Source: an optimization exercise on an open RTL-to-GDS flow (aim: small area, a short achievable clock period and few clock cycles per item). Production flows keep margins and buffers that such runs may drop. The RTL was checked by simulation tests, not by an equivalence proof against the original design. No activity file was given, so power comes from the tool's default toggle rates.

[config.mk]
export PLATFORM = sky130hd
export DESIGN_NAME = topSystolicArray
export DESIGN_NICKNAME = topSystolicArray
export VERILOG_FILES = /design/flow/design.v
export SDC_FILE = /design/flow/constraint.sdc
export NUM_CORES = 4
export LEC_CHECK = 0
export CAP_MARGIN = 20
export CORE_MARGIN = 2
export CORE_UTILIZATION = 40
export SETUP_SLACK_MARGIN = 1.5
export SLEW_MARGIN = 20
export SYNTH_HIERARCHICAL = 1
export SYNTH_MINIMUM_KEEP_SIZE = 0
[constraint.sdc]
create_clock -name core_clock -period 7.0 [get_ports {i_clk}]
set_input_delay 1.4000 -clock core_clock [delete_from_list [all_inputs] [get_ports {i_clk}]]
set_output_delay 1.4000 -clock core_clock [all_outputs]
set_load 0.01 [all_outputs]
[design.v]
`default_nettype none
module dotPre
  ( input  var logic [7:0]       a0
  , input  var logic [7:0]       b0
  , input  var logic [7:0]       a1
  , input  var logic [7:0]       b1
  , input  var logic [7:0]       a2
  , input  var logic [7:0]       b2
  , input  var logic [7:0]       a3
  , input  var logic [7:0]       b3
  , output var logic [30:0]      v
  );
  logic pp1;
  logic pp2;
  logic pp3;
  logic pp4;
  logic pp5;
  logic pp6;
  logic pp7;
  logic pp8;
  logic pp9;
  logic pp10;
  logic pp11;
  logic pp12;
  logic pp13;
  logic pp14;
  logic pp15;
  logic pp16;
  logic pp17;
  logic pp18;
  logic pp19;
  logic pp20;
  logic pp21;
  logic pp22;
  logic pp23;
  logic pp24;
  logic pp25;
  logic pp26;
  logic pp27;
  logic pp28;
  logic pp29;
  logic pp30;
  logic pp31;
  logic pp32;
  logic pp33;
  logic pp34;
  logic pp35;
  logic pp36;
  logic pp37;
  logic pp38;
  logic pp39;
  logic pp40;
  logic pp41;
  logic pp42;
  logic pp43;
  logic pp44;
  logic pp45;
  logic pp46;
  logic pp47;
  logic pp48;
  logic pp49;
  logic pp50;
  logic pp51;
  logic pp52;
  logic pp53;
  logic pp54;
  logic pp55;
  logic pp56;
  logic pp57;
  logic pp58;
  logic pp59;
  logic pp60;
  logic pp61;
  logic pp62;
  logic pp63;
  logic pp64;
  logic pp65;
  logic pp66;
  logic pp67;
  logic pp68;
  logic pp69;
  logic pp70;
  logic pp71;
  logic pp72;
  logic pp73;
  logic pp74;
  logic pp75;
  logic pp76;
  logic pp77;
  logic pp78;
  logic pp79;
  logic pp80;
  logic pp81;
  logic pp82;
  logic pp83;
  logic pp84;
  logic pp85;
  logic pp86;
  logic pp87;
  logic pp88;
  logic pp89;
  logic pp90;
  logic pp91;
  logic pp92;
  logic pp93;
  logic pp94;
  logic pp95;
  logic pp96;
  logic pp97;
  logic pp98;
  logic pp99;
  logic pp100;
  logic pp101;
  logic pp102;
  logic pp103;
  logic pp104;
  logic pp105;
  logic pp106;
  logic pp107;
  logic pp108;
  logic pp109;
  logic pp110;
  logic pp111;
  logic pp112;
  logic pp113;
  logic pp114;
  logic pp115;
  logic pp116;
  logic pp117;
  logic pp118;
  logic pp119;
  logic pp120;
  logic pp121;
  logic pp122;
  logic pp123;
  logic pp124;
  logic pp125;
  logic pp126;
  logic pp127;
  logic pp128;
  logic pp129;
  logic pp130;
  logic pp131;
  logic pp132;
  logic pp133;
  logic pp134;
  logic pp135;
  logic pp136;
  logic pp137;
  logic pp138;
  logic pp139;
  logic pp140;
  logic pp141;
  logic pp142;
  logic pp143;
  logic pp144;
  logic pp145;
  logic pp146;
  logic pp147;
  logic pp148;
  logic pp149;
  logic pp150;
  logic pp151;
  logic pp152;
  logic pp153;
  logic pp154;
  logic pp155;
  logic pp156;
  logic pp157;
  logic pp158;
  logic pp159;
  logic pp160;
  logic pp161;
  logic pp162;
  logic pp163;
  logic pp164;
  logic pp165;
  logic pp166;
  logic pp167;
  logic pp168;
  logic pp169;
  logic pp170;
  logic pp171;
  logic pp172;
  logic pp173;
  logic pp174;
  logic pp175;
  logic pp176;
  logic pp177;
  logic pp178;
  logic pp179;
  logic pp180;
  logic pp181;
  logic pp182;
  logic pp183;
  logic pp184;
  logic pp185;
  logic pp186;
  logic pp187;
  logic pp188;
  logic pp189;
  logic pp190;
  logic pp191;
  logic pp192;
  logic pp193;
  logic pp194;
  logic pp195;
  logic pp196;
  logic pp197;
  logic pp198;
  logic pp199;
  logic pp200;
  logic pp201;
  logic pp202;
  logic pp203;
  logic pp204;
  logic pp205;
  logic pp206;
  logic pp207;
  logic pp208;
  logic pp209;
  logic pp210;
  logic pp211;
  logic pp212;
  logic pp213;
  logic pp214;
  logic pp215;
  logic pp216;
  logic pp217;
  logic pp218;
  logic pp219;
  logic pp220;
  logic pp221;
  logic pp222;
  logic pp223;
  logic pp224;
  logic pp225;
  logic pp226;
  logic pp227;
  logic pp228;
  logic pp229;
  logic pp230;
  logic pp231;
  logic pp232;
  logic pp233;
  logic pp234;
  logic pp235;
  logic pp236;
  logic pp237;
  logic pp238;
  logic pp239;
  logic pp240;
  logic pp241;
  logic pp242;
  logic pp243;
  logic pp244;
  logic pp245;
  logic pp246;
  logic pp247;
  logic pp248;
  logic pp249;
  logic pp250;
  logic pp251;
  logic pp252;
  logic pp253;
  logic pp254;
  logic pp255;
  logic pp256;
  logic s257;
  logic c258;
  logic s259;
  logic c260;
  logic s261;
  logic c262;
  logic s263;
  logic c264;
  logic s265;
  logic c266;
  logic s267;
  logic c268;
  logic s269;
  logic c270;
  logic s271;
  logic c272;
  logic s273;
  logic c274;
  logic s275;
  logic c276;
  logic s277;
  logic c278;
  logic s279;
  logic c280;
  logic s281;
  logic c282;
  logic s283;
  logic c284;
  logic s285;
  logic c286;
  logic s287;
  logic c288;
  logic s289;
  logic c290;
  logic s291;
  logic c292;
  logic s293;
  logic c294;
  logic s295;
  logic c296;
  logic s297;
  logic c298;
  logic s299;
  logic c300;
  logic s301;
  logic c302;
  logic s303;
  logic c304;
  logic s305;
  logic c306;
  logic s307;
  logic c308;
  logic s309;
  logic c310;
  logic s311;
  logic c312;
  logic s313;
  logic c314;
  logic s315;
  logic c316;
  logic s317;
  logic c318;
  logic s319;
  logic c320;
  logic s321;
  logic c322;
  logic s323;
  logic c324;
  logic s325;
  logic c326;
  logic s327;
  logic c328;
  logic s329;
  logic c330;
  logic s331;
  logic c332;
  logic s333;
  logic c334;
  logic s335;
  logic c336;
  logic s337;
  logic c338;
  logic s339;
  logic c340;
  logic s341;
  logic c342;
  logic s343;
  logic c344;
  logic s345;
  logic c346;
  logic s347;
  logic c348;
  logic s349;
  logic c350;
  logic s351;
  logic c352;
  logic s353;
  logic c354;
  logic s355;
  logic c356;
  logic s357;
  logic c358;
  logic s359;
  logic c360;
  logic s361;
  logic c362;
  logic s363;
  logic c364;
  logic s365;
  logic c366;
  logic s367;
  logic c368;
  logic s369;
  logic c370;
  logic s371;
  logic c372;
  logic s373;
  logic c374;
  logic s375;
  logic c376;
  logic s377;
  logic c378;
  logic s379;
  logic c380;
  logic s381;
  logic c382;
  logic s383;
  logic c384;
  logic s385;
  logic c386;
  logic s387;
  logic c388;
  logic s389;
  logic c390;
  logic s391;
  logic c392;
  logic s393;
  logic c394;
  logic s395;
  logic c396;
  logic s397;
  logic c398;
  logic s399;
  logic c400;
  logic s401;
  logic c402;
  logic s403;
  logic c404;
  logic s405;
  logic c406;
  logic s407;
  logic c408;
  logic s409;
  logic c410;
  logic s411;
  logic c412;
  logic s413;
  logic c414;
  logic s415;
  logic c416;
  logic s417;
  logic c418;
  logic s419;
  logic c420;
  logic s421;
  logic c422;
  logic s423;
  logic c424;
  logic s425;
  logic c426;
  logic s427;
  logic c428;
  logic s429;
  logic c430;
  logic s431;
  logic c432;
  logic s433;
  logic c434;
  logic s435;
  logic c436;
  logic s437;
  logic c438;
  logic s439;
  logic c440;
  logic s441;
  logic c442;
  logic s443;
  logic c444;
  logic s445;
  logic c446;
  logic s447;
  logic c448;
  logic s449;
  logic c450;
  logic s451;
  logic c452;
  logic s453;
  logic c454;
  logic s455;
  logic c456;
  logic s457;
  logic c458;
  logic s459;
  logic c460;
  logic s461;
  logic c462;
  logic s463;
  logic c464;
  logic s465;
  logic c466;
  logic s467;
  logic c468;
  logic s469;
  logic c470;
  logic s471;
  logic c472;
  logic s473;
  logic c474;
  logic s475;
  logic c476;
  logic s477;
  logic c478;
  logic s479;
  logic c480;
  logic s481;
  logic c482;
  logic s483;
  logic c484;
  logic s485;
  logic c486;
  logic s487;
  logic c488;
  logic s489;
  logic c490;
  logic s491;
  logic c492;
  logic s493;
  logic c494;
  logic s495;
  logic c496;
  logic s497;
  logic c498;
  logic s499;
  logic c500;
  logic s501;
  logic c502;
  logic s503;
  logic c504;
  logic s505;
  logic c506;
  logic s507;
  logic c508;
  logic s509;
  logic c510;
  logic s511;
  logic c512;
  logic s513;
  logic c514;
  logic s515;
  logic c516;
  logic s517;
  logic c518;
  logic s519;
  logic c520;
  logic s521;
  logic c522;
  logic s523;
  logic c524;
  logic s525;
  logic c526;
  logic s527;
  logic c528;
  logic s529;
  logic c530;
  logic s531;
  logic c532;
  logic s533;
  logic c534;
  logic s535;
  logic c536;
  logic s537;
  logic c538;
  logic s539;
  logic c540;
  logic s541;
  logic c542;
  logic s543;
  logic c544;
  logic s545;
  logic c546;
  logic s547;
  logic c548;
  logic s549;
  logic c550;
  logic s551;
  logic c552;
  logic s553;
  logic c554;
  logic s555;
  logic c556;
  logic s557;
  logic c558;
  logic s559;
  logic c560;
  logic s561;
  logic c562;
  logic s563;
  logic c564;
  logic s565;
  logic c566;
  logic s567;
  logic c568;
  logic s569;
  logic c570;
  logic s571;
  logic c572;
  logic s573;
  logic c574;
  logic s575;
  logic c576;
  logic s577;
  logic c578;
  logic s579;
  logic c580;
  logic s581;
  logic c582;
  logic s583;
  logic c584;
  logic s585;
  logic c586;
  logic s587;
  logic c588;
  logic s589;
  logic c590;
  logic s591;
  logic c592;
  logic s593;
  logic c594;
  logic s595;
  logic c596;
  logic s597;
  logic c598;
  logic s599;
  logic c600;
  logic s601;
  logic c602;
  logic s603;
  logic c604;
  logic s605;
  logic c606;
  logic s607;
  logic c608;
  logic s609;
  logic c610;
  logic s611;
  logic c612;
  logic s613;
  logic c614;
  logic s615;
  logic c616;
  logic s617;
  logic c618;
  logic s619;
  logic c620;
  logic s621;
  logic c622;
  logic s623;
  logic c624;
  logic s625;
  logic c626;
  logic s627;
  logic c628;
  logic s629;
  logic c630;
  logic s631;
  logic c632;
  logic s633;
  logic c634;
  logic s635;
  logic c636;
  logic s637;
  logic c638;
  logic s639;
  logic c640;
  logic s641;
  logic c642;
  logic s643;
  logic c644;
  logic s645;
  logic c646;
  logic s647;
  logic c648;
  logic s649;
  logic c650;
  logic s651;
  logic c652;
  logic s653;
  logic c654;
  logic s655;
  logic c656;
  logic s657;
  logic c658;
  logic s659;
  logic c660;
  logic s661;
  logic c662;
  logic s663;
  logic c664;
  logic s665;
  logic c666;
  logic s667;
  logic c668;
  logic s669;
  logic c670;
  logic s671;
  logic c672;
  logic s673;
  logic c674;
  logic s675;
  logic c676;
  logic s677;
  logic c678;
  logic s679;
  logic c680;
  logic s681;
  logic c682;
  logic s683;
  logic c684;
  logic s685;
  logic c686;
  logic s687;
  logic c688;
  logic s689;
  logic c690;
  logic s691;
  logic c692;
  logic s693;
  logic c694;
  logic s695;
  logic c696;
  logic s697;
  logic c698;
  logic s699;
  logic c700;
  logic s701;
  logic c702;
  logic s703;
  logic c704;
  logic s705;
  logic c706;
  assign pp1 = ~(a0[0] & b0[0]);
  assign pp2 = ~(a0[0] & b0[1]);
  assign pp3 = ~(a0[0] & b0[2]);
  assign pp4 = ~(a0[0] & b0[3]);
  assign pp5 = ~(a0[0] & b0[4]);
  assign pp6 = ~(a0[0] & b0[5]);
  assign pp7 = ~(a0[0] & b0[6]);
  assign pp8 = ~(a0[0] & b0[7]);
  assign pp9 = ~(a0[1] & b0[0]);
  assign pp10 = ~(a0[1] & b0[1]);
  assign pp11 = ~(a0[1] & b0[2]);
  assign pp12 = ~(a0[1] & b0[3]);
  assign pp13 = ~(a0[1] & b0[4]);
  assign pp14 = ~(a0[1] & b0[5]);
  assign pp15 = ~(a0[1] & b0[6]);
  assign pp16 = ~(a0[1] & b0[7]);
  assign pp17 = ~(a0[2] & b0[0]);
  assign pp18 = ~(a0[2] & b0[1]);
  assign pp19 = ~(a0[2] & b0[2]);
  assign pp20 = ~(a0[2] & b0[3]);
  assign pp21 = ~(a0[2] & b0[4]);
  assign pp22 = ~(a0[2] & b0[5]);
  assign pp23 = ~(a0[2] & b0[6]);
  assign pp24 = ~(a0[2] & b0[7]);
  assign pp25 = ~(a0[3] & b0[0]);
  assign pp26 = ~(a0[3] & b0[1]);
  assign pp27 = ~(a0[3] & b0[2]);
  assign pp28 = ~(a0[3] & b0[3]);
  assign pp29 = ~(a0[3] & b0[4]);
  assign pp30 = ~(a0[3] & b0[5]);
  assign pp31 = ~(a0[3] & b0[6]);
  assign pp32 = ~(a0[3] & b0[7]);
  assign pp33 = ~(a0[4] & b0[0]);
  assign pp34 = ~(a0[4] & b0[1]);
  assign pp35 = ~(a0[4] & b0[2]);
  assign pp36 = ~(a0[4] & b0[3]);
  assign pp37 = ~(a0[4] & b0[4]);
  assign pp38 = ~(a0[4] & b0[5]);
  assign pp39 = ~(a0[4] & b0[6]);
  assign pp40 = ~(a0[4] & b0[7]);
  assign pp41 = ~(a0[5] & b0[0]);
  assign pp42 = ~(a0[5] & b0[1]);
  assign pp43 = ~(a0[5] & b0[2]);
  assign pp44 = ~(a0[5] & b0[3]);
  assign pp45 = ~(a0[5] & b0[4]);
  assign pp46 = ~(a0[5] & b0[5]);
  assign pp47 = ~(a0[5] & b0[6]);
  assign pp48 = ~(a0[5] & b0[7]);
  assign pp49 = ~(a0[6] & b0[0]);
  assign pp50 = ~(a0[6] & b0[1]);
  assign pp51 = ~(a0[6] & b0[2]);
  assign pp52 = ~(a0[6] & b0[3]);
  assign pp53 = ~(a0[6] & b0[4]);
  assign pp54 = ~(a0[6] & b0[5]);
  assign pp55 = ~(a0[6] & b0[6]);
  assign pp56 = ~(a0[6] & b0[7]);
  assign pp57 = ~(a0[7] & b0[0]);
  assign pp58 = ~(a0[7] & b0[1]);
  assign pp59 = ~(a0[7] & b0[2]);
  assign pp60 = ~(a0[7] & b0[3]);
  assign pp61 = ~(a0[7] & b0[4]);
  assign pp62 = ~(a0[7] & b0[5]);
  assign pp63 = ~(a0[7] & b0[6]);
  assign pp64 = ~(a0[7] & b0[7]);
  assign pp65 = ~(a1[0] & b1[0]);
  assign pp66 = ~(a1[0] & b1[1]);
  assign pp67 = ~(a1[0] & b1[2]);
  assign pp68 = ~(a1[0] & b1[3]);
  assign pp69 = ~(a1[0] & b1[4]);
  assign pp70 = ~(a1[0] & b1[5]);
  assign pp71 = ~(a1[0] & b1[6]);
  assign pp72 = ~(a1[0] & b1[7]);
  assign pp73 = ~(a1[1] & b1[0]);
  assign pp74 = ~(a1[1] & b1[1]);
  assign pp75 = ~(a1[1] & b1[2]);
  assign pp76 = ~(a1[1] & b1[3]);
  assign pp77 = ~(a1[1] & b1[4]);
  assign pp78 = ~(a1[1] & b1[5]);
  assign pp79 = ~(a1[1] & b1[6]);
  assign pp80 = ~(a1[1] & b1[7]);
  assign pp81 = ~(a1[2] & b1[0]);
  assign pp82 = ~(a1[2] & b1[1]);
  assign pp83 = ~(a1[2] & b1[2]);
  assign pp84 = ~(a1[2] & b1[3]);
  assign pp85 = ~(a1[2] & b1[4]);
  assign pp86 = ~(a1[2] & b1[5]);
  assign pp87 = ~(a1[2] & b1[6]);
  assign pp88 = ~(a1[2] & b1[7]);
  assign pp89 = ~(a1[3] & b1[0]);
  assign pp90 = ~(a1[3] & b1[1]);
  assign pp91 = ~(a1[3] & b1[2]);
  assign pp92 = ~(a1[3] & b1[3]);
  assign pp93 = ~(a1[3] & b1[4]);
  assign pp94 = ~(a1[3] & b1[5]);
  assign pp95 = ~(a1[3] & b1[6]);
  assign pp96 = ~(a1[3] & b1[7]);
  assign pp97 = ~(a1[4] & b1[0]);
  assign pp98 = ~(a1[4] & b1[1]);
  assign pp99 = ~(a1[4] & b1[2]);
  assign pp100 = ~(a1[4] & b1[3]);
  assign pp101 = ~(a1[4] & b1[4]);
  assign pp102 = ~(a1[4] & b1[5]);
  assign pp103 = ~(a1[4] & b1[6]);
  assign pp104 = ~(a1[4] & b1[7]);
  assign pp105 = ~(a1[5] & b1[0]);
  assign pp106 = ~(a1[5] & b1[1]);
  assign pp107 = ~(a1[5] & b1[2]);
  assign pp108 = ~(a1[5] & b1[3]);
  assign pp109 = ~(a1[5] & b1[4]);
  assign pp110 = ~(a1[5] & b1[5]);
  assign pp111 = ~(a1[5] & b1[6]);
  assign pp112 = ~(a1[5] & b1[7]);
  assign pp113 = ~(a1[6] & b1[0]);
  assign pp114 = ~(a1[6] & b1[1]);
  assign pp115 = ~(a1[6] & b1[2]);
  assign pp116 = ~(a1[6] & b1[3]);
  assign pp117 = ~(a1[6] & b1[4]);
  assign pp118 = ~(a1[6] & b1[5]);
  assign pp119 = ~(a1[6] & b1[6]);
  assign pp120 = ~(a1[6] & b1[7]);
  assign pp121 = ~(a1[7] & b1[0]);
  assign pp122 = ~(a1[7] & b1[1]);
  assign pp123 = ~(a1[7] & b1[2]);
  assign pp124 = ~(a1[7] & b1[3]);
  assign pp125 = ~(a1[7] & b1[4]);
  assign pp126 = ~(a1[7] & b1[5]);
  assign pp127 = ~(a1[7] & b1[6]);
  assign pp128 = ~(a1[7] & b1[7]);
  assign pp129 = ~(a2[0] & b2[0]);
  assign pp130 = ~(a2[0] & b2[1]);
  assign pp131 = ~(a2[0] & b2[2]);
  assign pp132 = ~(a2[0] & b2[3]);
  assign pp133 = ~(a2[0] & b2[4]);
  assign pp134 = ~(a2[0] & b2[5]);
  assign pp135 = ~(a2[0] & b2[6]);
  assign pp136 = ~(a2[0] & b2[7]);
  assign pp137 = ~(a2[1] & b2[0]);
  assign pp138 = ~(a2[1] & b2[1]);
  assign pp139 = ~(a2[1] & b2[2]);
  assign pp140 = ~(a2[1] & b2[3]);
  assign pp141 = ~(a2[1] & b2[4]);
  assign pp142 = ~(a2[1] & b2[5]);
  assign pp143 = ~(a2[1] & b2[6]);
  assign pp144 = ~(a2[1] & b2[7]);
  assign pp145 = ~(a2[2] & b2[0]);
  assign pp146 = ~(a2[2] & b2[1]);
  assign pp147 = ~(a2[2] & b2[2]);
  assign pp148 = ~(a2[2] & b2[3]);
  assign pp149 = ~(a2[2] & b2[4]);
  assign pp150 = ~(a2[2] & b2[5]);
  assign pp151 = ~(a2[2] & b2[6]);
  assign pp152 = ~(a2[2] & b2[7]);
  assign pp153 = ~(a2[3] & b2[0]);
  assign pp154 = ~(a2[3] & b2[1]);
  assign pp155 = ~(a2[3] & b2[2]);
  assign pp156 = ~(a2[3] & b2[3]);
  assign pp157 = ~(a2[3] & b2[4]);
  assign pp158 = ~(a2[3] & b2[5]);
  assign pp159 = ~(a2[3] & b2[6]);
  assign pp160 = ~(a2[3] & b2[7]);
  assign pp161 = ~(a2[4] & b2[0]);
  assign pp162 = ~(a2[4] & b2[1]);
  assign pp163 = ~(a2[4] & b2[2]);
  assign pp164 = ~(a2[4] & b2[3]);
  assign pp165 = ~(a2[4] & b2[4]);
  assign pp166 = ~(a2[4] & b2[5]);
  assign pp167 = ~(a2[4] & b2[6]);
  assign pp168 = ~(a2[4] & b2[7]);
  assign pp169 = ~(a2[5] & b2[0]);
  assign pp170 = ~(a2[5] & b2[1]);
  assign pp171 = ~(a2[5] & b2[2]);
  assign pp172 = ~(a2[5] & b2[3]);
  assign pp173 = ~(a2[5] & b2[4]);
  assign pp174 = ~(a2[5] & b2[5]);
  assign pp175 = ~(a2[5] & b2[6]);
  assign pp176 = ~(a2[5] & b2[7]);
  assign pp177 = ~(a2[6] & b2[0]);
  assign pp178 = ~(a2[6] & b2[1]);
  assign pp179 = ~(a2[6] & b2[2]);
  assign pp180 = ~(a2[6] & b2[3]);
  assign pp181 = ~(a2[6] & b2[4]);
  assign pp182 = ~(a2[6] & b2[5]);
  assign pp183 = ~(a2[6] & b2[6]);
  assign pp184 = ~(a2[6] & b2[7]);
  assign pp185 = ~(a2[7] & b2[0]);
  assign pp186 = ~(a2[7] & b2[1]);
  assign pp187 = ~(a2[7] & b2[2]);
  assign pp188 = ~(a2[7] & b2[3]);
  assign pp189 = ~(a2[7] & b2[4]);
  assign pp190 = ~(a2[7] & b2[5]);
  assign pp191 = ~(a2[7] & b2[6]);
  assign pp192 = ~(a2[7] & b2[7]);
  assign pp193 = ~(a3[0] & b3[0]);
  assign pp194 = ~(a3[0] & b3[1]);
  assign pp195 = ~(a3[0] & b3[2]);
  assign pp196 = ~(a3[0] & b3[3]);
  assign pp197 = ~(a3[0] & b3[4]);
  assign pp198 = ~(a3[0] & b3[5]);
  assign pp199 = ~(a3[0] & b3[6]);
  assign pp200 = ~(a3[0] & b3[7]);
  assign pp201 = ~(a3[1] & b3[0]);
  assign pp202 = ~(a3[1] & b3[1]);
  assign pp203 = ~(a3[1] & b3[2]);
  assign pp204 = ~(a3[1] & b3[3]);
  assign pp205 = ~(a3[1] & b3[4]);
  assign pp206 = ~(a3[1] & b3[5]);
  assign pp207 = ~(a3[1] & b3[6]);
  assign pp208 = ~(a3[1] & b3[7]);
  assign pp209 = ~(a3[2] & b3[0]);
  assign pp210 = ~(a3[2] & b3[1]);
  assign pp211 = ~(a3[2] & b3[2]);
  assign pp212 = ~(a3[2] & b3[3]);
  assign pp213 = ~(a3[2] & b3[4]);
  assign pp214 = ~(a3[2] & b3[5]);
  assign pp215 = ~(a3[2] & b3[6]);
  assign pp216 = ~(a3[2] & b3[7]);
  assign pp217 = ~(a3[3] & b3[0]);
  assign pp218 = ~(a3[3] & b3[1]);
  assign pp219 = ~(a3[3] & b3[2]);
  assign pp220 = ~(a3[3] & b3[3]);
  assign pp221 = ~(a3[3] & b3[4]);
  assign pp222 = ~(a3[3] & b3[5]);
  assign pp223 = ~(a3[3] & b3[6]);
  assign pp224 = ~(a3[3] & b3[7]);
  assign pp225 = ~(a3[4] & b3[0]);
  assign pp226 = ~(a3[4] & b3[1]);
  assign pp227 = ~(a3[4] & b3[2]);
  assign pp228 = ~(a3[4] & b3[3]);
  assign pp229 = ~(a3[4] & b3[4]);
  assign pp230 = ~(a3[4] & b3[5]);
  assign pp231 = ~(a3[4] & b3[6]);
  assign pp232 = ~(a3[4] & b3[7]);
  assign pp233 = ~(a3[5] & b3[0]);
  assign pp234 = ~(a3[5] & b3[1]);
  assign pp235 = ~(a3[5] & b3[2]);
  assign pp236 = ~(a3[5] & b3[3]);
  assign pp237 = ~(a3[5] & b3[4]);
  assign pp238 = ~(a3[5] & b3[5]);
  assign pp239 = ~(a3[5] & b3[6]);
  assign pp240 = ~(a3[5] & b3[7]);
  assign pp241 = ~(a3[6] & b3[0]);
  assign pp242 = ~(a3[6] & b3[1]);
  assign pp243 = ~(a3[6] & b3[2]);
  assign pp244 = ~(a3[6] & b3[3]);
  assign pp245 = ~(a3[6] & b3[4]);
  assign pp246 = ~(a3[6] & b3[5]);
  assign pp247 = ~(a3[6] & b3[6]);
  assign pp248 = ~(a3[6] & b3[7]);
  assign pp249 = ~(a3[7] & b3[0]);
  assign pp250 = ~(a3[7] & b3[1]);
  assign pp251 = ~(a3[7] & b3[2]);
  assign pp252 = ~(a3[7] & b3[3]);
  assign pp253 = ~(a3[7] & b3[4]);
  assign pp254 = ~(a3[7] & b3[5]);
  assign pp255 = ~(a3[7] & b3[6]);
  assign pp256 = ~(a3[7] & b3[7]);
  fullAdder u_s257 (.a(pp1), .b(pp65), .c(pp129), .s(s257), .co(c258));
  fullAdder u_s259 (.a(pp2), .b(pp9), .c(pp66), .s(s259), .co(c260));
  fullAdder u_s261 (.a(pp73), .b(pp130), .c(pp137), .s(s261), .co(c262));
  fullAdder u_s263 (.a(pp3), .b(pp10), .c(pp17), .s(s263), .co(c264));
  fullAdder u_s265 (.a(pp67), .b(pp74), .c(pp81), .s(s265), .co(c266));
  fullAdder u_s267 (.a(pp131), .b(pp138), .c(pp145), .s(s267), .co(c268));
  fullAdder u_s269 (.a(pp195), .b(pp202), .c(pp209), .s(s269), .co(c270));
  fullAdder u_s271 (.a(pp4), .b(pp11), .c(pp18), .s(s271), .co(c272));
  fullAdder u_s273 (.a(pp25), .b(pp68), .c(pp75), .s(s273), .co(c274));
  fullAdder u_s275 (.a(pp82), .b(pp89), .c(pp132), .s(s275), .co(c276));
  fullAdder u_s277 (.a(pp139), .b(pp146), .c(pp153), .s(s277), .co(c278));
  fullAdder u_s279 (.a(pp196), .b(pp203), .c(pp210), .s(s279), .co(c280));
  fullAdder u_s281 (.a(pp5), .b(pp12), .c(pp19), .s(s281), .co(c282));
  fullAdder u_s283 (.a(pp26), .b(pp33), .c(pp69), .s(s283), .co(c284));
  fullAdder u_s285 (.a(pp76), .b(pp83), .c(pp90), .s(s285), .co(c286));
  fullAdder u_s287 (.a(pp97), .b(pp133), .c(pp140), .s(s287), .co(c288));
  fullAdder u_s289 (.a(pp147), .b(pp154), .c(pp161), .s(s289), .co(c290));
  fullAdder u_s291 (.a(pp197), .b(pp204), .c(pp211), .s(s291), .co(c292));
  fullAdder u_s293 (.a(pp6), .b(pp13), .c(pp20), .s(s293), .co(c294));
  fullAdder u_s295 (.a(pp27), .b(pp34), .c(pp41), .s(s295), .co(c296));
  fullAdder u_s297 (.a(pp70), .b(pp77), .c(pp84), .s(s297), .co(c298));
  fullAdder u_s299 (.a(pp91), .b(pp98), .c(pp105), .s(s299), .co(c300));
  fullAdder u_s301 (.a(pp134), .b(pp141), .c(pp148), .s(s301), .co(c302));
  fullAdder u_s303 (.a(pp155), .b(pp162), .c(pp169), .s(s303), .co(c304));
  fullAdder u_s305 (.a(pp198), .b(pp205), .c(pp212), .s(s305), .co(c306));
  fullAdder u_s307 (.a(pp219), .b(pp226), .c(pp233), .s(s307), .co(c308));
  fullAdder u_s309 (.a(pp7), .b(pp14), .c(pp21), .s(s309), .co(c310));
  fullAdder u_s311 (.a(pp28), .b(pp35), .c(pp42), .s(s311), .co(c312));
  fullAdder u_s313 (.a(pp49), .b(pp71), .c(pp78), .s(s313), .co(c314));
  fullAdder u_s315 (.a(pp85), .b(pp92), .c(pp99), .s(s315), .co(c316));
  fullAdder u_s317 (.a(pp106), .b(pp113), .c(pp135), .s(s317), .co(c318));
  fullAdder u_s319 (.a(pp142), .b(pp149), .c(pp156), .s(s319), .co(c320));
  fullAdder u_s321 (.a(pp163), .b(pp170), .c(pp177), .s(s321), .co(c322));
  fullAdder u_s323 (.a(pp199), .b(pp206), .c(pp213), .s(s323), .co(c324));
  fullAdder u_s325 (.a(pp220), .b(pp227), .c(pp234), .s(s325), .co(c326));
  fullAdder u_s327 (.a(pp8), .b(pp15), .c(pp22), .s(s327), .co(c328));
  fullAdder u_s329 (.a(pp29), .b(pp36), .c(pp43), .s(s329), .co(c330));
  fullAdder u_s331 (.a(pp50), .b(pp57), .c(pp72), .s(s331), .co(c332));
  fullAdder u_s333 (.a(pp79), .b(pp86), .c(pp93), .s(s333), .co(c334));
  fullAdder u_s335 (.a(pp100), .b(pp107), .c(pp114), .s(s335), .co(c336));
  fullAdder u_s337 (.a(pp121), .b(pp136), .c(pp143), .s(s337), .co(c338));
  fullAdder u_s339 (.a(pp150), .b(pp157), .c(pp164), .s(s339), .co(c340));
  fullAdder u_s341 (.a(pp171), .b(pp178), .c(pp185), .s(s341), .co(c342));
  fullAdder u_s343 (.a(pp200), .b(pp207), .c(pp214), .s(s343), .co(c344));
  fullAdder u_s345 (.a(pp221), .b(pp228), .c(pp235), .s(s345), .co(c346));
  fullAdder u_s347 (.a(pp16), .b(pp23), .c(pp30), .s(s347), .co(c348));
  fullAdder u_s349 (.a(pp37), .b(pp44), .c(pp51), .s(s349), .co(c350));
  fullAdder u_s351 (.a(pp58), .b(pp80), .c(pp87), .s(s351), .co(c352));
  fullAdder u_s353 (.a(pp94), .b(pp101), .c(pp108), .s(s353), .co(c354));
  fullAdder u_s355 (.a(pp115), .b(pp122), .c(pp144), .s(s355), .co(c356));
  fullAdder u_s357 (.a(pp151), .b(pp158), .c(pp165), .s(s357), .co(c358));
  fullAdder u_s359 (.a(pp172), .b(pp179), .c(pp186), .s(s359), .co(c360));
  fullAdder u_s361 (.a(pp208), .b(pp215), .c(pp222), .s(s361), .co(c362));
  fullAdder u_s363 (.a(pp229), .b(pp236), .c(pp243), .s(s363), .co(c364));
  fullAdder u_s365 (.a(pp24), .b(pp31), .c(pp38), .s(s365), .co(c366));
  fullAdder u_s367 (.a(pp45), .b(pp52), .c(pp59), .s(s367), .co(c368));
  fullAdder u_s369 (.a(pp88), .b(pp95), .c(pp102), .s(s369), .co(c370));
  fullAdder u_s371 (.a(pp109), .b(pp116), .c(pp123), .s(s371), .co(c372));
  fullAdder u_s373 (.a(pp152), .b(pp159), .c(pp166), .s(s373), .co(c374));
  fullAdder u_s375 (.a(pp173), .b(pp180), .c(pp187), .s(s375), .co(c376));
  fullAdder u_s377 (.a(pp216), .b(pp223), .c(pp230), .s(s377), .co(c378));
  fullAdder u_s379 (.a(pp237), .b(pp244), .c(pp251), .s(s379), .co(c380));
  fullAdder u_s381 (.a(pp32), .b(pp39), .c(pp46), .s(s381), .co(c382));
  fullAdder u_s383 (.a(pp53), .b(pp60), .c(pp96), .s(s383), .co(c384));
  fullAdder u_s385 (.a(pp103), .b(pp110), .c(pp117), .s(s385), .co(c386));
  fullAdder u_s387 (.a(pp124), .b(pp160), .c(pp167), .s(s387), .co(c388));
  fullAdder u_s389 (.a(pp174), .b(pp181), .c(pp188), .s(s389), .co(c390));
  fullAdder u_s391 (.a(pp224), .b(pp231), .c(pp238), .s(s391), .co(c392));
  fullAdder u_s393 (.a(pp40), .b(pp47), .c(pp54), .s(s393), .co(c394));
  fullAdder u_s395 (.a(pp61), .b(pp104), .c(pp111), .s(s395), .co(c396));
  fullAdder u_s397 (.a(pp118), .b(pp125), .c(pp168), .s(s397), .co(c398));
  fullAdder u_s399 (.a(pp175), .b(pp182), .c(pp189), .s(s399), .co(c400));
  fullAdder u_s401 (.a(pp232), .b(pp239), .c(pp246), .s(s401), .co(c402));
  fullAdder u_s403 (.a(pp48), .b(pp55), .c(pp62), .s(s403), .co(c404));
  fullAdder u_s405 (.a(pp112), .b(pp119), .c(pp126), .s(s405), .co(c406));
  fullAdder u_s407 (.a(pp176), .b(pp183), .c(pp190), .s(s407), .co(c408));
  fullAdder u_s409 (.a(pp240), .b(pp247), .c(pp254), .s(s409), .co(c410));
  fullAdder u_s411 (.a(pp56), .b(pp63), .c(pp120), .s(s411), .co(c412));
  fullAdder u_s413 (.a(pp127), .b(pp184), .c(pp191), .s(s413), .co(c414));
  fullAdder u_s415 (.a(pp64), .b(pp128), .c(pp192), .s(s415), .co(c416));
  fullAdder u_s417 (.a(pp194), .b(pp201), .c(c258), .s(s417), .co(c418));
  fullAdder u_s419 (.a(c260), .b(c262), .c(s263), .s(s419), .co(c420));
  fullAdder u_s421 (.a(s265), .b(s267), .c(s269), .s(s421), .co(c422));
  fullAdder u_s423 (.a(pp217), .b(c264), .c(c266), .s(s423), .co(c424));
  fullAdder u_s425 (.a(c268), .b(c270), .c(s271), .s(s425), .co(c426));
  fullAdder u_s427 (.a(s273), .b(s275), .c(s277), .s(s427), .co(c428));
  fullAdder u_s429 (.a(pp218), .b(pp225), .c(c272), .s(s429), .co(c430));
  fullAdder u_s431 (.a(c274), .b(c276), .c(c278), .s(s431), .co(c432));
  fullAdder u_s433 (.a(c280), .b(s281), .c(s283), .s(s433), .co(c434));
  fullAdder u_s435 (.a(s285), .b(s287), .c(s289), .s(s435), .co(c436));
  fullAdder u_s437 (.a(c282), .b(c284), .c(c286), .s(s437), .co(c438));
  fullAdder u_s439 (.a(c288), .b(c290), .c(c292), .s(s439), .co(c440));
  fullAdder u_s441 (.a(s293), .b(s295), .c(s297), .s(s441), .co(c442));
  fullAdder u_s443 (.a(s299), .b(s301), .c(s303), .s(s443), .co(c444));
  fullAdder u_s445 (.a(pp241), .b(c294), .c(c296), .s(s445), .co(c446));
  fullAdder u_s447 (.a(c298), .b(c300), .c(c302), .s(s447), .co(c448));
  fullAdder u_s449 (.a(c304), .b(c306), .c(c308), .s(s449), .co(c450));
  fullAdder u_s451 (.a(s309), .b(s311), .c(s313), .s(s451), .co(c452));
  fullAdder u_s453 (.a(s315), .b(s317), .c(s319), .s(s453), .co(c454));
  fullAdder u_s455 (.a(s321), .b(s323), .c(s325), .s(s455), .co(c456));
  fullAdder u_s457 (.a(pp242), .b(pp249), .c(c310), .s(s457), .co(c458));
  fullAdder u_s459 (.a(c312), .b(c314), .c(c316), .s(s459), .co(c460));
  fullAdder u_s461 (.a(c318), .b(c320), .c(c322), .s(s461), .co(c462));
  fullAdder u_s463 (.a(c324), .b(c326), .c(s327), .s(s463), .co(c464));
  fullAdder u_s465 (.a(s329), .b(s331), .c(s333), .s(s465), .co(c466));
  fullAdder u_s467 (.a(s335), .b(s337), .c(s339), .s(s467), .co(c468));
  fullAdder u_s469 (.a(s341), .b(s343), .c(s345), .s(s469), .co(c470));
  fullAdder u_s471 (.a(pp250), .b(c328), .c(c330), .s(s471), .co(c472));
  fullAdder u_s473 (.a(c332), .b(c334), .c(c336), .s(s473), .co(c474));
  fullAdder u_s475 (.a(c338), .b(c340), .c(c342), .s(s475), .co(c476));
  fullAdder u_s477 (.a(c344), .b(c346), .c(s347), .s(s477), .co(c478));
  fullAdder u_s479 (.a(s349), .b(s351), .c(s353), .s(s479), .co(c480));
  fullAdder u_s481 (.a(s355), .b(s357), .c(s359), .s(s481), .co(c482));
  fullAdder u_s483 (.a(c348), .b(c350), .c(c352), .s(s483), .co(c484));
  fullAdder u_s485 (.a(c354), .b(c356), .c(c358), .s(s485), .co(c486));
  fullAdder u_s487 (.a(c360), .b(c362), .c(c364), .s(s487), .co(c488));
  fullAdder u_s489 (.a(s365), .b(s367), .c(s369), .s(s489), .co(c490));
  fullAdder u_s491 (.a(s371), .b(s373), .c(s375), .s(s491), .co(c492));
  fullAdder u_s493 (.a(pp245), .b(pp252), .c(c366), .s(s493), .co(c494));
  fullAdder u_s495 (.a(c368), .b(c370), .c(c372), .s(s495), .co(c496));
  fullAdder u_s497 (.a(c374), .b(c376), .c(c378), .s(s497), .co(c498));
  fullAdder u_s499 (.a(c380), .b(s381), .c(s383), .s(s499), .co(c500));
  fullAdder u_s501 (.a(s385), .b(s387), .c(s389), .s(s501), .co(c502));
  fullAdder u_s503 (.a(pp253), .b(c382), .c(c384), .s(s503), .co(c504));
  fullAdder u_s505 (.a(c386), .b(c388), .c(c390), .s(s505), .co(c506));
  fullAdder u_s507 (.a(c392), .b(s393), .c(s395), .s(s507), .co(c508));
  fullAdder u_s509 (.a(s397), .b(s399), .c(s401), .s(s509), .co(c510));
  fullAdder u_s511 (.a(c394), .b(c396), .c(c398), .s(s511), .co(c512));
  fullAdder u_s513 (.a(c400), .b(c402), .c(s403), .s(s513), .co(c514));
  fullAdder u_s515 (.a(s405), .b(s407), .c(s409), .s(s515), .co(c516));
  fullAdder u_s517 (.a(pp248), .b(pp255), .c(c404), .s(s517), .co(c518));
  fullAdder u_s519 (.a(c406), .b(c408), .c(c410), .s(s519), .co(c520));
  fullAdder u_s521 (.a(pp256), .b(c412), .c(c414), .s(s521), .co(c522));
  fullAdder u_s523 (.a(s259), .b(s261), .c(s417), .s(s523), .co(c524));
  fullAdder u_s525 (.a(c418), .b(s419), .c(s421), .s(s525), .co(c526));
  fullAdder u_s527 (.a(s279), .b(s423), .c(c420), .s(s527), .co(c528));
  fullAdder u_s529 (.a(c422), .b(s425), .c(s427), .s(s529), .co(c530));
  fullAdder u_s531 (.a(s291), .b(c424), .c(s429), .s(s531), .co(c532));
  fullAdder u_s533 (.a(s431), .b(c426), .c(c428), .s(s533), .co(c534));
  fullAdder u_s535 (.a(s305), .b(s307), .c(c430), .s(s535), .co(c536));
  fullAdder u_s537 (.a(c432), .b(s437), .c(s439), .s(s537), .co(c538));
  fullAdder u_s539 (.a(c434), .b(c436), .c(s441), .s(s539), .co(c540));
  fullAdder u_s541 (.a(c438), .b(c440), .c(s445), .s(s541), .co(c542));
  fullAdder u_s543 (.a(s447), .b(s449), .c(c442), .s(s543), .co(c544));
  fullAdder u_s545 (.a(c444), .b(s451), .c(s453), .s(s545), .co(c546));
  fullAdder u_s547 (.a(c446), .b(c448), .c(c450), .s(s547), .co(c548));
  fullAdder u_s549 (.a(s457), .b(s459), .c(s461), .s(s549), .co(c550));
  fullAdder u_s551 (.a(c452), .b(c454), .c(c456), .s(s551), .co(c552));
  fullAdder u_s553 (.a(s463), .b(s465), .c(s467), .s(s553), .co(c554));
  fullAdder u_s555 (.a(s361), .b(s363), .c(c458), .s(s555), .co(c556));
  fullAdder u_s557 (.a(c460), .b(c462), .c(s471), .s(s557), .co(c558));
  fullAdder u_s559 (.a(s473), .b(s475), .c(c464), .s(s559), .co(c560));
  fullAdder u_s561 (.a(c466), .b(c468), .c(c470), .s(s561), .co(c562));
  fullAdder u_s563 (.a(s477), .b(s479), .c(s481), .s(s563), .co(c564));
  fullAdder u_s565 (.a(s377), .b(s379), .c(c472), .s(s565), .co(c566));
  fullAdder u_s567 (.a(c474), .b(c476), .c(s483), .s(s567), .co(c568));
  fullAdder u_s569 (.a(s485), .b(s487), .c(c478), .s(s569), .co(c570));
  fullAdder u_s571 (.a(c480), .b(c482), .c(s489), .s(s571), .co(c572));
  fullAdder u_s573 (.a(s391), .b(c484), .c(c486), .s(s573), .co(c574));
  fullAdder u_s575 (.a(c488), .b(s493), .c(s495), .s(s575), .co(c576));
  fullAdder u_s577 (.a(s497), .b(c490), .c(c492), .s(s577), .co(c578));
  fullAdder u_s579 (.a(c494), .b(c496), .c(c498), .s(s579), .co(c580));
  fullAdder u_s581 (.a(s503), .b(s505), .c(c500), .s(s581), .co(c582));
  fullAdder u_s583 (.a(c502), .b(s507), .c(s509), .s(s583), .co(c584));
  fullAdder u_s585 (.a(c504), .b(c506), .c(s511), .s(s585), .co(c586));
  fullAdder u_s587 (.a(c508), .b(c510), .c(s513), .s(s587), .co(c588));
  fullAdder u_s589 (.a(s411), .b(s413), .c(c512), .s(s589), .co(c590));
  fullAdder u_s591 (.a(s517), .b(s519), .c(c514), .s(s591), .co(c592));
  fullAdder u_s593 (.a(s415), .b(c518), .c(c520), .s(s593), .co(c594));
  fullAdder u_s595 (.a(s527), .b(c526), .c(s529), .s(s595), .co(c596));
  fullAdder u_s597 (.a(s433), .b(s435), .c(c528), .s(s597), .co(c598));
  fullAdder u_s599 (.a(s531), .b(s533), .c(c530), .s(s599), .co(c600));
  fullAdder u_s601 (.a(s443), .b(s535), .c(c532), .s(s601), .co(c602));
  fullAdder u_s603 (.a(c534), .b(s537), .c(s539), .s(s603), .co(c604));
  fullAdder u_s605 (.a(s455), .b(c536), .c(c538), .s(s605), .co(c606));
  fullAdder u_s607 (.a(s541), .b(s543), .c(c540), .s(s607), .co(c608));
  fullAdder u_s609 (.a(s469), .b(s547), .c(c542), .s(s609), .co(c610));
  fullAdder u_s611 (.a(c544), .b(s549), .c(s551), .s(s611), .co(c612));
  fullAdder u_s613 (.a(c548), .b(s555), .c(c550), .s(s613), .co(c614));
  fullAdder u_s615 (.a(c552), .b(s557), .c(s559), .s(s615), .co(c616));
  fullAdder u_s617 (.a(s561), .b(c554), .c(s563), .s(s617), .co(c618));
  fullAdder u_s619 (.a(s491), .b(c556), .c(s565), .s(s619), .co(c620));
  fullAdder u_s621 (.a(c558), .b(c560), .c(c562), .s(s621), .co(c622));
  fullAdder u_s623 (.a(s567), .b(s569), .c(c564), .s(s623), .co(c624));
  fullAdder u_s625 (.a(s499), .b(s501), .c(c566), .s(s625), .co(c626));
  fullAdder u_s627 (.a(s573), .b(c568), .c(c570), .s(s627), .co(c628));
  fullAdder u_s629 (.a(s575), .b(s577), .c(c572), .s(s629), .co(c630));
  fullAdder u_s631 (.a(c574), .b(s579), .c(c576), .s(s631), .co(c632));
  fullAdder u_s633 (.a(c578), .b(s581), .c(s583), .s(s633), .co(c634));
  fullAdder u_s635 (.a(s515), .b(c580), .c(c582), .s(s635), .co(c636));
  fullAdder u_s637 (.a(s585), .b(c584), .c(s587), .s(s637), .co(c638));
  fullAdder u_s639 (.a(c516), .b(s589), .c(c586), .s(s639), .co(c640));
  fullAdder u_s641 (.a(s521), .b(c590), .c(s593), .s(s641), .co(c642));
  fullAdder u_s643 (.a(c416), .b(c522), .c(c594), .s(s643), .co(c644));
  fullAdder u_s645 (.a(s597), .b(s599), .c(c596), .s(s645), .co(c646));
  fullAdder u_s647 (.a(c598), .b(s601), .c(c600), .s(s647), .co(c648));
  fullAdder u_s649 (.a(s545), .b(c602), .c(s605), .s(s649), .co(c650));
  fullAdder u_s651 (.a(c546), .b(s553), .c(c606), .s(s651), .co(c652));
  fullAdder u_s653 (.a(s609), .b(c608), .c(s611), .s(s653), .co(c654));
  fullAdder u_s655 (.a(c610), .b(s613), .c(c612), .s(s655), .co(c656));
  fullAdder u_s657 (.a(s571), .b(c614), .c(s619), .s(s657), .co(c658));
  fullAdder u_s659 (.a(s621), .b(c616), .c(s623), .s(s659), .co(c660));
  fullAdder u_s661 (.a(c620), .b(c622), .c(s625), .s(s661), .co(c662));
  fullAdder u_s663 (.a(s627), .b(c624), .c(s629), .s(s663), .co(c664));
  fullAdder u_s665 (.a(c626), .b(c628), .c(s631), .s(s665), .co(c666));
  fullAdder u_s667 (.a(c632), .b(s635), .c(c634), .s(s667), .co(c668));
  fullAdder u_s669 (.a(s591), .b(c588), .c(c636), .s(s669), .co(c670));
  fullAdder u_s671 (.a(c592), .b(c640), .c(s641), .s(s671), .co(c672));
  fullAdder u_s673 (.a(s603), .b(s647), .c(c646), .s(s673), .co(c674));
  fullAdder u_s675 (.a(s607), .b(c604), .c(c648), .s(s675), .co(c676));
  fullAdder u_s677 (.a(s651), .b(c650), .c(s653), .s(s677), .co(c678));
  fullAdder u_s679 (.a(s615), .b(s617), .c(c652), .s(s679), .co(c680));
  fullAdder u_s681 (.a(c618), .b(c656), .c(s657), .s(s681), .co(c682));
  fullAdder u_s683 (.a(s661), .b(c658), .c(c660), .s(s683), .co(c684));
  fullAdder u_s685 (.a(c630), .b(s633), .c(c662), .s(s685), .co(c686));
  fullAdder u_s687 (.a(s637), .b(c666), .c(s667), .s(s687), .co(c688));
  fullAdder u_s689 (.a(s639), .b(c638), .c(s669), .s(s689), .co(c690));
  fullAdder u_s691 (.a(c642), .b(s643), .c(c672), .s(s691), .co(c692));
  fullAdder u_s693 (.a(s649), .b(s675), .c(c674), .s(s693), .co(c694));
  fullAdder u_s695 (.a(s655), .b(c654), .c(s679), .s(s695), .co(c696));
  fullAdder u_s697 (.a(s659), .b(c680), .c(s681), .s(s697), .co(c698));
  fullAdder u_s699 (.a(s663), .b(c682), .c(s683), .s(s699), .co(c700));
  fullAdder u_s701 (.a(s665), .b(c664), .c(s685), .s(s701), .co(c702));
  fullAdder u_s703 (.a(c668), .b(s689), .c(c688), .s(s703), .co(c704));
  fullAdder u_s705 (.a(c670), .b(s671), .c(c690), .s(s705), .co(c706));
  assign v = {c692, c644, c706, s691, c704, s705, s703, c702, s687, c686, c700, s701, c684, c698, s699, c696, s697, s695, c678, c694, s677, c676, s693, s673, s645, s595, s525, c524, s523, s257, pp193};
endmodule
module dotPost
  ( input  var logic [30:0]      v
  , output var logic [17:0]      s
  );
  logic s707;
  logic c708;
  logic s709;
  logic c710;
  logic s711;
  logic c712;
  logic s713;
  logic c714;
  logic s715;
  logic c716;
  logic s717;
  logic c718;
  fullAdder u_s707 (.a(v[9]), .b(v[10]), .c(1'b1), .s(s707), .co(c708));
  fullAdder u_s709 (.a(v[12]), .b(v[13]), .c(1'b1), .s(s709), .co(c710));
  fullAdder u_s711 (.a(v[14]), .b(v[15]), .c(1'b1), .s(s711), .co(c712));
  fullAdder u_s713 (.a(v[16]), .b(v[17]), .c(1'b1), .s(s713), .co(c714));
  fullAdder u_s715 (.a(v[18]), .b(v[19]), .c(v[20]), .s(s715), .co(c716));
  fullAdder u_s717 (.a(v[21]), .b(v[22]), .c(v[23]), .s(s717), .co(c718));
  logic [17:0] raN, rbN;
  assign raN = {1'b1, v[29], v[27], v[25], v[24], s717, s715, s713, s711, s709, v[11], v[8], v[7], v[6], v[5], v[3], v[2], v[0]};
  assign rbN = {1'b1, v[30], v[28], v[26], c718, c716, c714, c712, c710, c708, s707, 1'b1, 1'b1, 1'b1, 1'b1, v[4], 1'b1, v[1]};
  assign s = ~(raN + rbN + 18'd1);
endmodule
module fullAdder
  ( input  var logic a
  , input  var logic b
  , input  var logic c
  , output var logic s
  , output var logic co
  );
  assign s = a ^ b ^ c;
  assign co = (a & b) | (a & c) | (b & c);
endmodule
`resetall
`default_nettype none
module preArray
  ( input  var logic [3:0][3:0][7:0]       i_a
  , input  var logic [3:0][3:0][7:0]       i_b
  , output var logic [3:0][3:0][30:0]     o_v
  );
  for (genvar i = 0; i < 4; i++) begin: PerRow
    for (genvar j = 0; j < 4; j++) begin: PerCol
      dotPre u_dotPre
      ( .a0 (i_a[i][0]), .b0 (i_b[0][j])
      , .a1 (i_a[i][1]), .b1 (i_b[1][j])
      , .a2 (i_a[i][2]), .b2 (i_b[2][j])
      , .a3 (i_a[i][3]), .b3 (i_b[3][j])
      , .v  (o_v[i][j])
      );
    end: PerCol
  end: PerRow
endmodule
module postArray
  ( input  var logic [3:0][3:0][30:0]     i_v
  , output var logic [3:0][3:0][17:0]      o_c
  );
  for (genvar i = 0; i < 4; i++) begin: PerRow
    for (genvar j = 0; j < 4; j++) begin: PerCol
      dotPost u_dotPost
      ( .v (i_v[i][j])
      , .s (o_c[i][j])
      );
    end: PerCol
  end: PerRow
endmodule
`resetall
`default_nettype none
module topSystolicArray
  ( input  var logic                  i_clk
  , input  var logic                  i_arst
  , input  var logic [3:0][3:0][7:0]  i_a
  , input  var logic [3:0][3:0][7:0]  i_b
  , input  var logic                  i_validInput
  , output var logic [3:0][3:0][31:0] o_c
  , output var logic                  o_validResult
  );
  logic validResult_q;
  always_ff @(posedge i_clk, posedge i_arst)
    if (i_arst)
      validResult_q <= 1'b0;
    else
      validResult_q <= i_validInput;
  always_comb
    o_validResult = validResult_q;
  logic [3:0][3:0][30:0] tree_d, tree_q;
  preArray u_preArray
  ( .i_a (i_a)
  , .i_b (i_b)
  , .o_v (tree_d)
  );
  always_ff @(posedge i_clk)
    tree_q <= tree_d;
  logic [3:0][3:0][17:0] c;
  postArray u_postArray
  ( .i_v (tree_q)
  , .o_c (c)
  );
  for (genvar i = 0; i < 4; i++) begin: PerRow
    for (genvar j = 0; j < 4; j++) begin: PerCol
      always_comb
        o_c[i][j] = {14'd0, c[i][j]};
    end: PerCol
  end: PerRow
endmodule
`resetall
[run.sh]
#!/bin/bash
# synth_recipe.tcl (not shown) runs the flow's synth.tcl, then flattens the netlist and writes it again
# the make line also repeats each setting of config.mk as NAME=value (left out here)
make -C /OpenROAD-flow-scripts/flow DESIGN_CONFIG=/design/flow/config.mk WORK_HOME=/design/flow/orfs CLKGATE_MAP_FILE= SYNTH_SCRIPT=/design/flow/synth_recipe.tcl finish
==> summary.txt, run 1 <==
synthesized area per cell - 11.1 um^2
Tightest Pin Transition - 1.13 ns
number of global-route vias before repair - 97,000
die width - 568 um
Final Hold Violating Endpoints - 0
commonest cells after routing, fill and taps aside - nand2_1, fa_1, dfxtp_1
Post-CTS Hold Fix Bufs - 0
Post-synth top flop - dfxtp_1
Core Area - 317,000 um^2
Seq/Total Area, Yosys - 7.82%
fmax - 183 MHz
port bufs - 547
Tightest Hold Check Type - primary input to asynchronous set/reset pin
I/O pin count - 772
Crit. path cell count - 8
wire length per cell - 30.8 um
Mapped Cells - 11,500
routed wl met3 - 61,900 um
CTS tree - done
post-route setup TNS - 0 ns
top layer used by detailed routing - met5
max-cap viol count - 0
Die ar. - 323,000 um^2
Site Rows - 207
final setup fails - 0
DRC Markers - 0
period utilization - 77.9%
Slew Viols, Final - 0
H-tree depth reported by CTS - 3
commonest non-fill, non-tap cell in the layout - nand2_1
run status - timing/DRC/antenna clean
clock sinks - 497
clock root cell - clkbuf_16
remaining antenna violation count - 0
Peak VDD IR - 673 uV
area of the multi-input gates - 101,000 um^2
chip height - 568 um
number of buffers and inverters on the critical path - 1
Crit path max-delay family - compound AO/OA/AOI/OAI gates
Yosys warnings - 7
routability cong. - 0.955
number of synthesized register bits - 497
worst path cell trace - fa_1 -> ha_1 -> and4_1 -> a211oi_1 -> a211oi_2 -> o2111ai_1 -> o211ai_1 -> clkdlybuf4s50_1
number of synthesized flops with an enable pin - 0
routed wire length - 470,000 um
WS Path Type - flip-flop to primary output
M1 wire length - 172,000 um
Crit path required time - 5.60 ns
cts bufs inserted - 72
fill count - 30,600
Final min period - 5.45 ns
static leakage - 44.7 nW
Cell variety after synth - 42
initial antenna violation count - 64
largest net degree at the start of global routing - 33
Max-slew headroom - 24.9%
DR vias - 87,400
Via density - 5.73
Initial Util - 40.1%
first-pass GRT wire length - 675,000 um
Max stage delay cell, worst path - clkdlybuf4s50_1
P&R area growth vs syn - 0.678%
Reg area - 9950 um^2
clock slew at reported path FFs - 0.07 ns
Worst setup EP type - primary output
CTS max path bufs - 3
nets - 15,100
RSZ-0062 raised after global routing - yes
GRT Total Usage - 29.2%
Detail Route met2 WL - 204,000 um
Hold WS - 0.812 ns
worst-path fanout max - 6
power density over the cells - 496 nW/um^2
mapped cell area - 127,000 um^2
WP data arrival - 4.05 ns
DRT Pass-1 Iters - 8
Crit path largest cell delay - 0.67 ns
grt total ovfl - 0
Detailed Place HPWL - 348,000 um
DRT iter0 DRCs - 9,766
Post-synth ARST share - 0.201%
Setup crit start kind - flip-flop
layout cells sized above 1 - 8.17%
path summary, 6_finish.rpt:
path	slack, ns	end	start
setup / recovery	1.55	o_c[79]	tree_q[76]
min in group core_clock	0.96	tree_q[217]	i_b[120]
hold / removal	0.81	validResult_q	i_arst
max in group asynchronous	6.10	validResult_q	i_arst
flip-flops by register name, indices dropped and copies added, names as in the netlist:
name	flops
tree_q	496
validResult_q	1
synth_stat cells (all sizes together) (17+ instances only):
| cell | n | area, um^2 |
|---|---|---|
| a2111oi | 32 | 581 |
| a211oi | 48 | 521 |
| a21oi | 128 | 701 |
| a31oi | 32 | 200 |
| buf | 1744 | 16900 |
| conb | 17 | 63.8 |
| dfxtp | 496 | 9930 |
| fa | 3696 | 74000 |
| ha | 208 | 2600 |
| inv | 65 | 244 |
| nand2 | 4192 | 15800 |
| nand2b | 32 | 320 |
| nand4 | 32 | 200 |
| nor2 | 128 | 480 |
| o211ai | 32 | 240 |
| o21a | 48 | 360 |
| o21ai | 64 | 320 |
| or2 | 32 | 200 |
| xnor2 | 96 | 841 |
| xor2 | 128 | 1120 |
per-module statistics from Yosys (local to each module, per instance), a selection:
module,area (um^2),cells,flops+latches,times used
dotPost,686,89,0,16
dotPre,1920,351,0,16
topSystolicArray,11600,723,497,1
fullAdder,20.0,1,0,3696
cell families (layout without fill, tap and decap cells):
group / count (synthesis) / count (layout) / share of synthesized area, %
simple gates: 4512 / 4512 / 13.9
fa+ha+maj: 3904 / 3904 / 60.2
buf+inv: 1809 / 1117 / 13.5
flops: 497 / 497 / 7.82
compound gates: 496 / 496 / 3.00
xor+xnor: 224 / 224 / 1.54
other cells: 17 / 308 / 0.0501
stage by stage:
step / worst slack [ns] / instance area [um^2] / utilization (%) / instances / power, mW
final: 1.55 / 128000 / 40.4 / 15200 / 63.6
after global routing: 1.34 / 128000 / 40.4 / 15200 / 69.8
after floorplan: 1.93 / 128000 / - / 11700 / 50.8
after detailed placement: 0.885 / 125000 / 39.5 / 15100 / 59.5
after CTS: 1.36 / 128000 / 40.3 / 15200 / 63.9
after global placement: 0.902 / 125000 / 39.5 / 15100 / 58.9
cell type report:
class / count / share of cell area (%)
Antenna cell: 20 / 0.0391
Timing Repair Buffer: 925 / 6.91
Sequential cell: 497 / 7.77
Clock inverter: 39 / 0.343
Clock buffer: 88 / 1.54
Multi-Input combinational cell: 9424 / 79.1
Inverter: 65 / 0.190
Tap cell: 4180 / 4.08
metal layers:
metal	track usage [%]	vias up
li1	-	32600
met1	37.1	46100
met2	43.6	6963
met3	10.4	1579
met4	15.7	62
met5	0	-
where the power goes:
group          internal [mW]  switching, mW  total, mW
Combinational           24.1           29.7       53.8
Sequential              5.07          0.892       5.96
Clock                   2.21           1.63       3.84
Total                   31.4           32.2       63.6
timing repair:
item | CTS | global route
buffers inserted | 0 | 0
pin swaps | 2 | 4
setup endpoints to repair | 13 | 22
resized for setup | 15 | 25
endpoints found under the hold margin | 0 | 0
Testbench counts, summed over its fixed seeds: cycles 1,016, items 512.
==> run 2, diff against run 1 <==
--- a/config.mk
+++ b/config.mk
@@ -10,3 +10,3 @@
 export CORE_UTILIZATION = 40
-export SETUP_SLACK_MARGIN = 1.5
+export SETUP_SLACK_MARGIN = 2.0
 export SLEW_MARGIN = 20
==> run 2 against run 1 <==
Still clean; via count is 4.3% higher; clock power rose by 8.6%; synthesized area unchanged; sequential power hardly changed; non-clock buffer count rose by 87; sequential share of layout area fell by 0.26 points; global-route usage increased by 1.9 points; fmax rose by 4.9%; design area rose by 3.5%; setup slack better by 0.25 ns; hold slack worse by 0.021 ns; power is 7.5% higher; largest cell class unchanged; largest power group unchanged.
==> summary.txt, run 2 <==
routability cong. - 0.950 (-0.45%)
Worst Setup EP - o_c[144]
die width - 568 um (unchanged)
GRT Total Usage - 31.1% (+1.9 points)
P&R area growth vs syn - 4.17%
WP data arrival - 3.80 ns (-0.25 ns)
run status - timing/DRC/antenna clean
mapped cell area - 127,000 um^2 (unchanged)
Post-synth top flop - dfxtp_1
Max stage delay cell, worst path - fa_1
fill count - 30,000 (-1.8%)
CTS max path bufs - 3 (unchanged)
DRT iter0 DRCs - 12,100 (+23%)
Post-synth ARST share - 0.201% (unchanged)
H-tree depth reported by CTS - 3 (unchanged)
Peak VDD IR - 711 uV (+5.7%)
largest net degree at the start of global routing - 33 (unchanged)
I/O pin count - 772 (unchanged)
Slew Viols, Final - 0 (unchanged)
share of the synthesized area in the top cell type - 58.1% (unchanged)
static leakage - 46.9 nW (+5.0%)
port bufs - 547 (unchanged)
number of buffers and inverters on the critical path - 1 (unchanged)
Yosys warnings - 7 (unchanged)
Final Hold Violating Endpoints - 0 (unchanged)
Mapped Cells - 11,500 (unchanged)
Setup crit start kind - flip-flop
routed wire length - 523,000 um (+11%)
DRT Pass-1 Iters - 9 (+1)
Tightest Hold Check Type - primary input to asynchronous set/reset pin
crit path from - tree_q[142]
leading area contributor after synthesis - fa_1
Die ar. - 323,000 um^2 (unchanged)
most common cell in the netlist - nand2_1
post-route setup TNS - 0 ns (unchanged)
synthesized area per cell - 11.1 um^2 (unchanged)
layout cells sized above 1 - 10.9% (+2.7 points)
Crit path largest cell delay - 0.51 ns (-0.16 ns)
Cell variety after synth - 42 (unchanged)
commonest cells after routing, fill and taps aside - nand2_1, fa_1, dfxtp_1
Final min period - 5.20 ns (-0.255 ns)
Seq/Total Area, Yosys - 7.82% (unchanged)
Worst setup EP type - primary output
worst-path fanout max - 4 (-2)
first-pass GRT wire length - 710,000 um (+5.1%)
worst path cell trace - fa_1 -> ha_1 -> and2_1 -> a221oi_1 -> a21boi_4 -> o21ai_1 -> xnor2_4 -> dlygate4sd2_1
Largest regs - tree_q: 496 flops, validResult_q: 1 flops
nets - 15,200 (+0.58%)
Max-slew headroom - 17.9% (-7.0 points)
clock slew at reported path FFs - 0.06 ns (about the same)
WS Path Type - flip-flop to primary output
Crit. path cell count - 8 (unchanged)
wire length per cell - 34.1 um (+11%)
final core area utilization - 41.8% (+1.4 points)
power density over the cells - 516 nW/um^2 (+3.9%)
Via density - 5.94 (+3.7%)
Post-synth top cells - nand2_1, fa_1, buf_6
commonest non-fill, non-tap cell in the layout - nand2_1
DRC Markers - 0 (unchanged)
Crit path required time - 5.60 ns (about the same)
Detailed Place HPWL - 358,000 um (+2.9%)
remaining antenna violation count - 0 (unchanged)
Crit path max-delay family - adder cells
number of synthesized flops with an enable pin - 0 (unchanged)
Core Area - 317,000 um^2 (unchanged)
number of synthesized register bits - 497 (unchanged)
top cells by area, synth - fa_1, nand2_1, buf_6, dfxtp_1, buf_4
clock sinks - 497 (unchanged)
final setup fails - 0 (unchanged)
CTS tree - done
chip height - 568 um (unchanged)
clock root cell - clkbuf_16
max-cap viol count - 0 (unchanged)
RSZ-0062 raised after global routing - yes
initial antenna violation count - 54 (-16%)
cts bufs inserted - 73 (+1.4%)
fmax - 192 MHz (+4.9%)
number of global-route vias before repair - 99,000 (+2.1%)
number of flip-flops in the largest register - 496 (unchanged)
period utilization - 74.3% (-3.6 points)
grt total ovfl - 0 (unchanged)
Site Rows - 207 (unchanged)
Post-CTS Hold Fix Bufs - 0 (unchanged)
DR vias - 91,200 (+4.3%)
Initial Util - 40.1% (unchanged)
Largest Register - tree_q
Tightest Pin Transition - 1.23 ns (+0.101 ns)
==> run 2: routing by layer <==
layer	vias up	track usage (%)	wire length, um
li1	32800	-	-
met1	47300	37.4	173000
met2	8822	44.8	215000
met3	2148	15.0	91400
met4	42	19.2	42300
met5	-	0.178	491
==> run 2: area by class of cell <==
class	count	area, um^2	share of cell area [%]
antenna	25	62.6	0.0472
multi-input combinational	9424	103000	77.5
clock buffer	95	2050	1.55
inverter	65	244	0.184
clock inverter	39	548	0.413
timing repair buffer	1012	11700	8.83
sequential	497	9960	7.51
tap	4180	5230	3.94
==> run 2: timing repair <==
action,4_1_cts,5_1_grt
resized for setup,538,265
setup buffers,11,14
endpoints found under the setup margin,292,213
pin swaps,44,28
cloned,27,40
==> run 2: per-stage QoR <==
step,setup WS (ns),hold WS [ns],cells,total power [mW],area (um^2)
2_1_floorplan,2.00,1.13,11700,50.8,128000
3_3_place_gp,0.989,1.54,15100,60.8,126000
3_5_place_dp,0.932,1.55,15100,61.5,126000
4_1_cts,1.74,0.744,15300,67.8,131000
5_1_grt,1.66,0.790,15300,74.2,133000
6_report,1.80,0.791,15300,68.3,133000
==> run 2: logic make-up after synthesis <==
group           share of synthesized area, %
compound gates                          3.00
xor+xnor                                1.54
fa+ha+maj                               60.2
buf+inv                                 13.5
flops                                   7.82
other cells                           0.0501
simple gates                            13.9
==> run 2: Yosys stat by module (local to each module, per instance), excerpt <==
module | flip-flops and latches | cell area [um^2]
topSystolicArray | 497 | 11600
dotPre | 0 | 1920
dotPost | 0 | 686
fullAdder | 0 | 20.0
==> run 2: how the worst min path moves through the flow <==
stage                start       endpoint  slack (ns)  cells after the start
floorplan           i_arst  validResult_q        1.13                      1
global placement    i_arst  validResult_q        1.54                      2
detailed placement  i_arst  validResult_q        1.55                      2
CTS                 i_arst  validResult_q        0.74                      2
global route        i_arst  validResult_q        0.79                      2
finish              i_arst  validResult_q        0.79                      2
==> run 2: where the power goes <==
group / switching [mW] / internal [mW]
combinational: 33.1 / 25.1
sequential: 0.908 / 5.07
clock: 1.68 / 2.49

## what the ideal ports hide
The flow's constraints put no driver on any port. The routed layouts listed below were extracted and timed again, unchanged, in two steps.
Step 1, drivers: a clkbuf_16 drives i_clk and a buf_2 each remaining input, both assumed.
Step 2 adds t to the input delays and takes it off the output delays; t is the mean of the earliest and latest rising clock arrival at the registers after step 1. Input paths then give back, and output paths get back, about the clock's delay inside the block.
Slacks: ideal ports / drivers / drivers and shift; pairs: ideal ports / drivers.
| run | t (ns) | setup slack, ns | worst setup path at the end | slew at the worst register clock pin (ns) | cell pins on the clock port's net |
|---|---|---|---|---|---|
| run 1 | 0.809 | 1.547 / 1.449 / 0.855 | input to register | 0.07 / 0.07 | 1 |
| run 2 | 0.806 | 1.802 / 1.699 / 1.207 | input to register | 0.08 / 0.08 | 1 |
After both steps setup and hold are still met in every run listed. The setup slack of run 1, which loses most, moves by -0.098 ns with the drivers and by -0.692 ns with both steps.
